From an optimization exercise on the open Yosys and OpenROAD flow, aimed at small area, a short achievable clock period and few clock cycles per item; shortcuts taken in it are not production practice.
The RTL was checked by simulation tests, not by an equivalence proof against the original design.
Power and IR drop assume default switching activity.

==> flow/design.v (excerpt) <==
module mdu_top
(
    input  logic         clk,
    input  logic         rst,
    input  logic         in_valid,
    input  logic [2:0]   in_op,
    input  logic [31:0]  in_rs1,
    input  logic [31:0]  in_rs2,
    input  logic [31:0]  in_pc,
    input  logic [31:0]  in_inst,
    input  logic [4:0]   in_rd_addr,
    input  logic [4:0]   in_rs1_addr,
    input  logic [4:0]   in_rs2_addr,
    input  logic         in_regf_we,
    input  logic [4:0]   in_rob_idx,
    output logic         out_valid,
    output logic [31:0]  out_rd_data,
    output logic [31:0]  out_pc,
    output logic [31:0]  out_inst,
    output logic [4:0]   out_rd_addr,
    output logic [4:0]   out_rs1_addr,
    output logic [4:0]   out_rs2_addr,
    output logic         out_regf_we,
    output logic [4:0]   out_rob_idx
);
clock: 13.0 ns
lec_check: 0
abc_area: 1
cap_margin: 30
core_margin: 2
core_utilization: 55
setup_slack_margin: 5
slew_margin: 30
run.sh (not shown) runs the stock make flow with config.mk's settings and CLKGATE_MAP_FILE= SYNTH_SCRIPT=/design/flow/synth_recipe.tcl, a recipe that flattens the netlist after the stock synthesis.
Testbench counts at the start, summed over its fixed seeds: cycles 142,920, ops 24,000.
Edit:
Settings changed: CORE_UTILIZATION 55 to 45, CTS_BUF_LIST set to sky130_fd_sc_hd__clkbuf_4 sky130_fd_sc_hd__clkbuf_8, CTS_CLUSTER_SIZE set to 30.
What happened: Design area goes down slightly. Flip-flop and latch count stays the same. First-iteration DRC count decreases by a quarter to a third. Cell count goes up by a few percent. Core utilization falls by 11 points. Global-route usage came out lower by 6.2 points. Power came out lower by a few percent. Clock skew came out higher by 11 ps. Wire length came out higher by a few percent.
Edit:
Settings changed: CORE_UTILIZATION 45 to 40, PLACE_DENSITY set to 0.7.
=>
- The changed run ran to the end with no violations
- global-route usage goes down by 5.5 points
- hold slack gets worse by 6.3 ps
- count of clock-buffer cells in the layout is unchanged
- sequential share of layout area stays flat
- power hardly moves
Edit:
Settings changed: CTS_CLUSTER_SIZE 30 to 50, PLACE_DENSITY 0.7 to not set.
Effect:
- utilization barely changes
- via count goes down by 0.94%
- worst setup slack improves by 130 ps
- combinational power goes down by about 3%
Edit:
Settings changed: ABC_AREA 1 to not set, CTS_CLUSTER_SIZE 50 to 30.
=> Worst setup slack is worse by 98 ps; power shrinks by 0.48%; hold slack gets better by 51 ps; register-to-register slack loses 140 ps; design area climbs by 4.0%; via count shrinks by 4.5%; wire length barely changes; critical path depth goes down by 11.
Edit:
Settings changed: ABC_AREA set to 1.
Outcome:
- The new run produced a clean layout
- wire length stays flat
- setup slack is better by 98 ps
- clock power shrinks by 15%
- non-clock buffer count fell by 47
- die area falls by 2.1%
- flip-flop and latch count stays the same
- fmax grows by 1.3%

* * *

== the reference run ==
mdu_top again, from the RTL that the note above started with.
Settings: LEC_CHECK=0, ABC_AREA=1, ABC_CLOCK_PERIOD_IN_PS=7000, CAP_MARGIN=30, CORE_MARGIN=2, CORE_UTILIZATION=40, SETUP_SLACK_MARGIN=5, SLEW_MARGIN=30; clock period 13.0 ns.
The reference run | status: complete | timing, DRC, antenna: pass
Testbench counts of the reference run, summed over its fixed seeds: cycles 142,920, ops 24,000.
Modified inputs, the trial run compared to the reference run
- TNS_END_PERCENT: unset -> 20
- CTS_CLUSTER_SIZE: unset -> 30
- ABC_CLOCK_PERIOD_IN_PS: 7000 -> unset
- CTS_BUF_LIST: unset -> sky130_fd_sc_hd__clkbuf_4 sky130_fd_sc_hd__clkbuf_8
### Flow results
No stage failed in the trial run, and the final checks on the layout all came back clean.
Diff the reference run -> the trial run: area growth from synthesis to layout decreased 1.0 points; power decreased about 2%.
The share of final-layout standard cells stronger than drive strength 1 was comparable across the trial run and the reference run.
Compared with the reference run, in the trial run total wire length after detailed routing -840 um, clock latency on the worst-skew pair +30 ps, power per unit of standard cell area -about 1%, headroom to the max-slew limit +2.0 points.
NOTE number of non-clock buffers the reference run->the trial run decreased slightly
Status: final cell count without fillers parity (the trial run, the reference run)
Between the reference run and the trial run, the worst hold slack figures differ only marginally.

==> afterwards: timing with drivers on the ports <==
Ports are ideal in the flow. The routed layouts listed here were re-timed in OpenROAD.
Step 1 assumes that a clkbuf_16 drives the clock port and a buf_2 every other input.
Step 2 moves the port delays by t, midway between the first and last clock arrival at a register: inputs arrive t later, outputs are due t later. That takes back most of the time a late clock gives input paths.
a / b / c = ideal ports / drivers / drivers and shift; a / b = the first two.
run	shift t [ns]	setup WS [ns]	worst hold slack (ns)
the first run of note 1	0.494	5.138 / 5.171 / 4.676	0.473 / 0.473 / 0.473
the second run of note 1	0.538	5.294 / 5.275 / 4.737	0.474 / 0.474 / 0.474
the third run of note 1	0.542	5.200 / 5.207 / 4.665	0.468 / 0.468 / 0.468
the fourth run of note 1	0.524	5.332 / 5.352 / 4.841	0.471 / 0.471 / 0.471
the fifth run of note 1	0.549	5.234 / 5.270 / 4.721	0.523 / 0.523 / 0.523
the sixth run of note 1	0.524	5.332 / 5.352 / 4.841	0.471 / 0.471 / 0.471
the reference run	0.492	5.280 / 5.322 / 4.830	0.468 / 0.468 / 0.468
the trial run	0.520	5.026 / 5.055 / 4.535	0.471 / 0.471 / 0.471
After both steps every run listed still meets setup and hold. For the second run of note 1, which loses most, drivers alone change the setup slack by -0.019 ns; drivers and shift together by -0.557 ns.
